What follows belongs to an exercise in optimizing a design on an open flow for small area; a production flow would make more cautious choices. In this exercise RTL edits were held to simulation tests only and were not proved equivalent to the original. Power figures rest on the tool's default switching activity, not on a simulated workload.

==> design.v <==
module SIGNAL_GENERATOR_ANALYZER_ONE_WIRE
(
	input CLK_100MHz,
	input rst,
	input  	MUAFR_MISO_P,
	input  	MUAFR_MISO_N,
	input 	enable_generate,
	output logic [11: 0] test_cnt_1,
	output logic [11: 0] test_cnt_0
);
localparam ITERATION = 1004; 
logic [3: 0] prev_MUAFR_MISO_P;
logic [3: 0] prev_MUAFR_MISO_N;
always @(posedge CLK_100MHz)
begin
	if (rst)
	begin
		prev_MUAFR_MISO_P <= 4'h0;
		prev_MUAFR_MISO_N <= 4'h0;
	end else
	begin
	prev_MUAFR_MISO_P[3] <= prev_MUAFR_MISO_P[2];
	prev_MUAFR_MISO_P[2] <= prev_MUAFR_MISO_P[1];
	prev_MUAFR_MISO_P[1] <= prev_MUAFR_MISO_P[0];
	prev_MUAFR_MISO_P[0] <= MUAFR_MISO_P;
	prev_MUAFR_MISO_N[3] <= prev_MUAFR_MISO_N[2];
	prev_MUAFR_MISO_N[2] <= prev_MUAFR_MISO_N[1];
	prev_MUAFR_MISO_N[1] <= prev_MUAFR_MISO_N[0];
	prev_MUAFR_MISO_N[0] <= MUAFR_MISO_N;
	end
end
logic [15: 0] cnt_analyzer;
logic [11: 0] cnt_skew_P;
logic [11: 0] cnt_skew_N;
always @(posedge CLK_100MHz)
begin
	if (rst)
	begin
		cnt_skew_P <= 0;
		cnt_skew_N <= 0;
		cnt_analyzer <= 0;
		test_cnt_1 <= 0;
		test_cnt_0 <= 0;
	end else
	if (enable_generate == 0)
		begin
			if ((~prev_MUAFR_MISO_P[2] & MUAFR_MISO_P) | (prev_MUAFR_MISO_P[2] & ~MUAFR_MISO_P))
				cnt_skew_P <= cnt_skew_P + 1;
			if ((~prev_MUAFR_MISO_N[2] & MUAFR_MISO_N) | (prev_MUAFR_MISO_N[2] & ~MUAFR_MISO_N))
				cnt_skew_N <= cnt_skew_N + 1;
			if (cnt_analyzer == (ITERATION - 2))
			begin
				cnt_skew_N <= 0;
				cnt_skew_P <= 0;
				test_cnt_1 <= cnt_skew_P;
				test_cnt_0 <= cnt_skew_N;
			end
			if (cnt_analyzer == ITERATION)
				cnt_analyzer <= 0;
			else
				cnt_analyzer <= cnt_analyzer + 1;
		end else
		begin
			cnt_skew_P <= 0;
			cnt_skew_N <= 0;
			cnt_analyzer <= 0;
		end
end
endmodule
module SIGNAL_GENERATOR_ANALYZER
(
	input CLK_100MHz,
	input rst,
	output logic [15:0] MUAFR_MOSI_P,
	output [15:0] MUAFR_MOSI_N,
	input  logic [15:0] MUAFR_MISO_P,
	input  logic [15:0] MUAFR_MISO_N,
	input enable_generate,
	output logic [15:0] status_wire,
	output [15:0] status_gen
);
logic kz;
logic kz_P;
logic kz_N;
logic [15: 0] status_gen_P;
logic [15: 0] status_gen_N;
assign status_gen [15: 0] = status_gen_P [15: 0] & status_gen_N [15: 0];
assign kz = kz_N & kz_P;
localparam cnt_ETALON_GEN_min = 20;
localparam cnt_ETALON_GEN_max = 250;
assign MUAFR_MOSI_N [15: 0]  = ~ MUAFR_MOSI_P [15: 0];
localparam ITERATION = 102;
logic [2: 0] prev_flag_signal_P;
logic [7: 0] cnt_kz_signal_P;
logic [7: 0] cnt_kz_signal_N;
logic [15: 0] fail;
logic [3: 0] j;
logic flag_signal_P;
logic [9: 0] cnt_true_channel [15: 0];
logic [9: 0] cnt_status_true;
wire [8:0] test_cnt_1 [15: 0];
wire [8:0] test_cnt_0 [15: 0];
genvar i;
generate
	for (i = 0; i < 16; i = i + 1)
	begin : generator
		wire [11:0] full_cnt_1;
		wire [11:0] full_cnt_0;
		SIGNAL_GENERATOR_ANALYZER_ONE_WIRE signal_generator_analyzer_one_wire
		(
			.CLK_100MHz(CLK_100MHz),
			.rst(rst),
			.enable_generate(enable_generate),
			.MUAFR_MISO_P(MUAFR_MISO_P[i]),
			.MUAFR_MISO_N(MUAFR_MISO_N[i]),
			.test_cnt_1(full_cnt_1),
			.test_cnt_0(full_cnt_0)
		);
		assign test_cnt_1[i] = full_cnt_1[8:0];
		assign test_cnt_0[i] = full_cnt_0[8:0];
	always @(posedge CLK_100MHz)
	if (rst)
		status_gen_P [i] <= 0;
	else if (enable_generate == 0)
		if ((test_cnt_1 [i] > cnt_ETALON_GEN_min - 1) & (test_cnt_1 [i] < cnt_ETALON_GEN_max + 1))
			status_gen_P [i] <= 1;
		else
			status_gen_P [i] <= 0;
	always @(posedge CLK_100MHz)
	if (rst)
		status_gen_N [i] <= 0;
	else if (enable_generate == 0)
		if ((test_cnt_0 [i] > cnt_ETALON_GEN_min - 1) & (test_cnt_0 [i] < cnt_ETALON_GEN_max + 1))
			status_gen_N [i] <= 1;
		else
			status_gen_N [i] <= 0;
	end
endgenerate
integer k;
always @(posedge CLK_100MHz)
begin
	if (rst)
	begin
		MUAFR_MOSI_P <= 16'h0;
		prev_flag_signal_P <= 3'b0;
		cnt_kz_signal_P <= 0;
		cnt_kz_signal_N <= 0;
		kz_P <= 0;
		kz_N <= 0;
		fail <= 16'hFFFF;
		j <= 0;
		flag_signal_P <= 1;
		for (k = 0; k < 16; k = k + 1)
			cnt_true_channel [k] <= 0;
		cnt_status_true <= 0;
		status_wire <= 16'h0;
	end else
	if (enable_generate == 1)
	begin
		if (flag_signal_P == 1)		 
		begin
			if (prev_flag_signal_P [0] != flag_signal_P)
			begin
				MUAFR_MOSI_P [15: 0] <= 16'h0;
			end else
			begin
				MUAFR_MOSI_P [j] <= ((cnt_status_true  < (ITERATION - 6)) & (cnt_status_true >= 0)) ? 1 : 0;
			end
		end	else
		begin
			if (prev_flag_signal_P [0] != flag_signal_P)
			begin
				MUAFR_MOSI_P [15: 0] <= 16'hFFFF;
			end else
			begin
				MUAFR_MOSI_P [j] <= ((cnt_status_true  < (ITERATION - 6)) & (cnt_status_true >= 0)) ? 0 : 1;
			end
		end
		prev_flag_signal_P [2] <= prev_flag_signal_P [1];
		prev_flag_signal_P [1] <= prev_flag_signal_P [0];
		prev_flag_signal_P [0] <= flag_signal_P;
		if (cnt_status_true  == (ITERATION - 3))  
		begin
			j <= j + 1;
			cnt_status_true <= 0;
			if (j == 15)
				flag_signal_P <= flag_signal_P + 1;
			if (fail[j] == 0)
				status_wire [j] <= 1;
			else
				status_wire [j] <= 0;
		end else
			cnt_status_true <= cnt_status_true + 1;
		if ((cnt_status_true  == (ITERATION - 4)) & (flag_signal_P == 0))  
			if ((cnt_true_channel [j] > (ITERATION >> 1)) & (cnt_true_channel [j] < (ITERATION << 1)) & (kz == 1))
				fail[j] <= 0;
			else
				fail[j] <= 1;
		if ((cnt_status_true  > (ITERATION - 7)) & (flag_signal_P == 0))  
			if (cnt_kz_signal_P > (ITERATION - 15))
				kz_P <= 1;
			else
				kz_P <= 0;
		if ((cnt_status_true  > (ITERATION - 7)) & (flag_signal_P == 0))	 
			if (cnt_kz_signal_N > (ITERATION - 15))
				kz_N <= 1;
			else
				kz_N <= 0;
		if (cnt_status_true  == (ITERATION - 4))  
			cnt_true_channel [j] <= 0;
		else
			if ((MUAFR_MISO_P [j] == flag_signal_P) & (MUAFR_MISO_N [j] != flag_signal_P))
				cnt_true_channel [j] <= cnt_true_channel [j] + 1;
		if (cnt_status_true  == (ITERATION - 4))  
			cnt_kz_signal_P <= 0;
		else
			if (((MUAFR_MISO_P [0] == MUAFR_MISO_P [j]) + (MUAFR_MISO_P [1] == MUAFR_MISO_P [j]) + (MUAFR_MISO_P [2] == MUAFR_MISO_P [j]) + (MUAFR_MISO_P [3] == MUAFR_MISO_P [j]) + (MUAFR_MISO_P [4] == MUAFR_MISO_P [j]) + (MUAFR_MISO_P [5] == MUAFR_MISO_P [j]) + (MUAFR_MISO_P [6] == MUAFR_MISO_P [j]) + (MUAFR_MISO_P [7] == MUAFR_MISO_P [j]) + (MUAFR_MISO_P [8] == MUAFR_MISO_P [j]) + (MUAFR_MISO_P [9] == MUAFR_MISO_P [j]) + (MUAFR_MISO_P [10] == MUAFR_MISO_P [j]) + (MUAFR_MISO_P [11] == MUAFR_MISO_P [j]) + (MUAFR_MISO_P [12] == MUAFR_MISO_P [j]) + (MUAFR_MISO_P [13] == MUAFR_MISO_P [j])) == 1)
				cnt_kz_signal_P <= cnt_kz_signal_P + 1;
		if (cnt_status_true  == (ITERATION - 3)) 
			cnt_kz_signal_N <= 0;
		else
			if (((MUAFR_MISO_N [0] == MUAFR_MISO_N [j]) + (MUAFR_MISO_N [1] == MUAFR_MISO_N [j]) + (MUAFR_MISO_N [2] == MUAFR_MISO_N [j]) + (MUAFR_MISO_N [3] == MUAFR_MISO_N [j]) + (MUAFR_MISO_N [4] == MUAFR_MISO_N [j]) + (MUAFR_MISO_N [5] == MUAFR_MISO_N [j]) + (MUAFR_MISO_N [6] == MUAFR_MISO_N [j]) + (MUAFR_MISO_N [7] == MUAFR_MISO_N [j]) + (MUAFR_MISO_N [8] == MUAFR_MISO_N [j]) + (MUAFR_MISO_N [9] == MUAFR_MISO_N [j]) + (MUAFR_MISO_N [10] == MUAFR_MISO_N [j]) + (MUAFR_MISO_N [11] == MUAFR_MISO_N [j]) + (MUAFR_MISO_N [12] == MUAFR_MISO_N [j]) + (MUAFR_MISO_N [13] == MUAFR_MISO_N [j])) > 13)
				cnt_kz_signal_N <= cnt_kz_signal_N + 1;
		end else
		begin
			j <= 0;
			cnt_true_channel [j] <= 0;
			cnt_status_true <= 0;
			flag_signal_P <= 0;
			MUAFR_MOSI_P <= 16'h0;
		end
end
endmodule
==> run.sh <==
#!/bin/bash
# synth_recipe.tcl (not shown) runs the flow's synth.tcl, then flattens the netlist and writes it again
# the make line also repeats each setting of config.mk as NAME=value (left out here)
make -C /OpenROAD-flow-scripts/flow DESIGN_CONFIG=/design/flow/config.mk WORK_HOME=/design/flow/orfs CLKGATE_MAP_FILE= SYNTH_SCRIPT=/design/flow/synth_recipe.tcl finish
==> config.mk <==
export PLATFORM = sky130hd
export DESIGN_NAME = SIGNAL_GENERATOR_ANALYZER
export DESIGN_NICKNAME = SIGNAL_GENERATOR_ANALYZER
export VERILOG_FILES = /design/flow/design.v
export SDC_FILE = /design/flow/constraint.sdc
export NUM_CORES = 4
export LEC_CHECK = 0
export CAP_MARGIN = 20
export CORE_MARGIN = 2
export CORE_UTILIZATION = 40
export SLEW_MARGIN = 20
==> constraint.sdc <==
create_clock -name core_clock -period 10.0 [get_ports {CLK_100MHz}]
set_input_delay 2.0000 -clock core_clock [delete_from_list [all_inputs] [get_ports {CLK_100MHz}]]
set_output_delay 2.0000 -clock core_clock [all_outputs]
set_load 0.01 [all_outputs]
==> summary.txt <==
* Status: finished clean
* GRT overflow at 0
* Wire per inst at 15.7 um
* Worst setup path class: in2reg
* HPWL after DPL at 75100 um
* Most common cell after layout, fill and taps aside: nor2_1
* GPL Wtd Cong at 0.837
* Routed Antenna Nets at 0
* Worst-path maximum fanout at 11
* Global Route met3 Usage at 3.45%
* Cell variety after synth at 74
* Total die area at 130000 um2
* Clock Latency Late Sink at 0.75 ns
* Post-synth top flop: dfxtp_1
* Final setup viols at 0
* Max-Cap Viols at 0
* Register area at 25700 um2
* Share of layout cells above drive strength 1 at 6.99%
* Fill cells at 11.8k
* Antenna Cells at 0
* Worst-Margin Slew at 1.18 ns
* Fin. Hold Viols at 0
* Via count at 36.6k
* DR vias/cell at 5.10
* Drt first pass iters at 5
* CP arrival at 8.84 ns
* Tmin final at 8.15 ns
* Worst EP required at 10.69 ns
* Initial Utilization at 40.4%
* Rows at 130
* Final cell count without fillers at 7176
* Setup_tns at 0 ns
* Root Driver: clkbuf_16
* Crit. End Element: register
* Pwr dens at 181 nW/um2
* GR peak layer: met2
* Reg clk slew, reported paths at 0.06 ns
* Period utilization at 81.5%
* Seq/Total Area, Yosys at 50.5%
* Die X at 361 um
* Postcts setup bufs at 0
* Worst min path class: reg2reg
* Worst setup margin at 1.85 ns
* Maximum clock rate at 123 MHz
* Startpoint Class: input port
* GR Util met1 at 23.9%
* FF+latch count, synth at 1206
* Asr flop ratio synth at 0%
* RSZ-0062 raised after global routing: no
* VDD IR-drop max at 0.146 mV
* Synth Cell Area at 50900 um2
* # IOs at 99
* Commonest cells after routing, fill and taps aside: nor2_1 (1047), dfxtp_1 (1043), nand2_1 (485)
* H-tree depth at 4
* Clk_skew at 0.0264 ns
* Syn avg cell area at 9.53 um2
* Die H at 361 um
* GRT Total Usage at 17.2%
* Vias in the first global route at 34.9k
* Largest net degree at the start of global routing at 226
* DR DRC count at 0
* GRT met2 Usage at 27.0%
* Initial antenna violation count at 2
* Slew margin rel. at 21.2%
* Dpl ws at 1.25 ns
* Port Buffer Count at 98
* Post-cts hold buffer count at 0
* Net Count, Synth at 5494
* Syn. warnings at 2
* WL final at 113000 um
* Multi-input logic area at 24200 um2
* CTS buffer count at 132
* Deepest clock path buffer count at 3
* CTS tree: built
* Core area at 126000 um2
* Final net count at 5577
* P_leak at 19.9 nW
* Area Overhead vs Synth at 14.3%
* Post-synth EDFFs at 160
* Clock tree sinks at 1206
* Final Max Slew Viols at 0
* DP Cell Count at 6942
* First-pass GRT wire length at 184000 um
* Post-CTS resize count at 0
* Iter 0 DRT Violations at 2316
* Mapped Cells at 5344
[worst paths after layout]
kind	from	end	slack, ns	cells after the start
max reg2reg	j[2]	cnt_kz_signal_N[0]	2.96	16
min reg2reg	register	register	0.42	1
min	register	register	0.42	1
max	MUAFR_MISO_N[12]	cnt_kz_signal_N[0]	1.85	16
[cells in the mapped netlist (8+ instances only)]
master / instances / share of area [%]
inv_1: 97 / 0.71
nand3_1: 177 / 1.7
ha_1: 103 / 2.5
a211oi_1: 8 / 0.12
mux4_2: 59 / 2.6
edfxtp_1: 160 / 9.4
buf_2: 25 / 0.25
nand4_1: 107 / 1.3
nand3b_1: 8 / 0.12
nor4_1: 21 / 0.26
clkbuf_1: 153 / 1.1
o21ai_0: 70 / 0.69
nand2_1: 485 / 3.6
mux2i_1: 281 / 5.5
and3_1: 124 / 1.5
or3_1: 38 / 0.47
mux2_2: 10 / 0.22
nor2_1: 1059 / 7.8
fa_1: 12 / 0.47
a21oi_1: 216 / 2.1
nor2b_1: 110 / 1.4
xor2_1: 351 / 6.0
and4_1: 14 / 0.24
nand2b_1: 28 / 0.34
buf_1: 8 / 0.059
and2_1: 33 / 0.41
a21oi_2: 11 / 0.19
or4_1: 15 / 0.22
dfxtp_1: 1046 / 41
a2111oi_0: 33 / 0.57
nor3_1: 180 / 1.8
xnor2_1: 183 / 3.1
[routing by layer]
| layer | part of all wire [%] | vias up | routed length [um] |
|---|---|---|---|
| met3 | 5.6 | 162 | 6330 |
| met1 | 48 | 17410 | 54400 |
| met5 | 0 | - | 0 |
| met4 | 2.0 | 0 | 2250 |
| met2 | 44 | 683 | 49900 |
| li1 | - | 18366 | - |
[logic make-up after synthesis]
group	Yosys count	share of synthesized area, %
AOI/OAI and AO/OA	406	4.78
xor gates and xnor gates	534	9.18
muxes	350	8.35
DFF	1206	50.5
and+or+nand+nor	2438	21.8
buffers and inverters	291	2.29
adders and majority gates	119	3.08
[final cells by class]
class | count | share of cell area (%)
clock buffer | 188 | 6.68
multi-input combinational | 3847 | 41.5
timing repair buffer | 142 | 2.32
sequential | 1206 | 44.2
tap | 1650 | 3.55
clock inverter | 45 | 1.12
inverter | 98 | 0.632
[critical path, cell delays in order]
cell and delay [ns]:
clkdlybuf4s50_1 0.80, mux4_2 0.63, a22oi_1 0.62, nand2_1 0.52
xnor2_1 0.27, ha_1 0.31, inv_1 0.05, fa_1 0.51
fa_1 0.52, fa_1 0.53, nand2b_1 0.18, fa_1 0.42
nand2b_1 0.19, or4_1 0.59, a21oi_1 0.44, mux2_2 0.24
[per-stage QoR]
step / hold slack [ns] / util [%] / power [W] / cell area [um2]
floorplan: 0.414 / - / 0.00546 / 50900
global placement: 0.416 / 42.5 / 0.00562 / 53600
detailed placement: 0.421 / 42.6 / 0.00563 / 53700
CTS: 0.423 / 46.2 / 0.0107 / 58200
global route: 0.451 / 46.2 / 0.0109 / 58200
finish: 0.418 / 46.2 / 0.0105 / 58200
[power breakdown]
part | leakage, nW | switching [W] | internal, W
Combinational | 7.55 | 0.000331 | 0.000189
Sequential | 10.1 | 0.0000408 | 0.00497
Clock | 2.23 | 0.00202 | 0.00299

what the ideal ports hide:
The results above use ideal ports. As a check the final layout listed here was re-extracted and re-timed, cells and wires unchanged.
Step 1 assumes that a clkbuf_16 drives the clock port and a buf_2 every other input.
Step 2 also shifts input and output timing later by t, the mid clock arrival at the registers, as if the neighbouring blocks saw the same clock.
Slacks: ideal / step 1 / step 2; pairs: ideal / step 1.
t (ns): 0.808
slack for setup (ns): 1.847 / 1.895 / 1.086
latest minus earliest clock arrival (ns): 0.030 / 0.029
After both steps setup and hold are still met in this run. For this run, drivers alone change the setup slack by +0.048 ns; drivers and shift together by -0.761 ns.
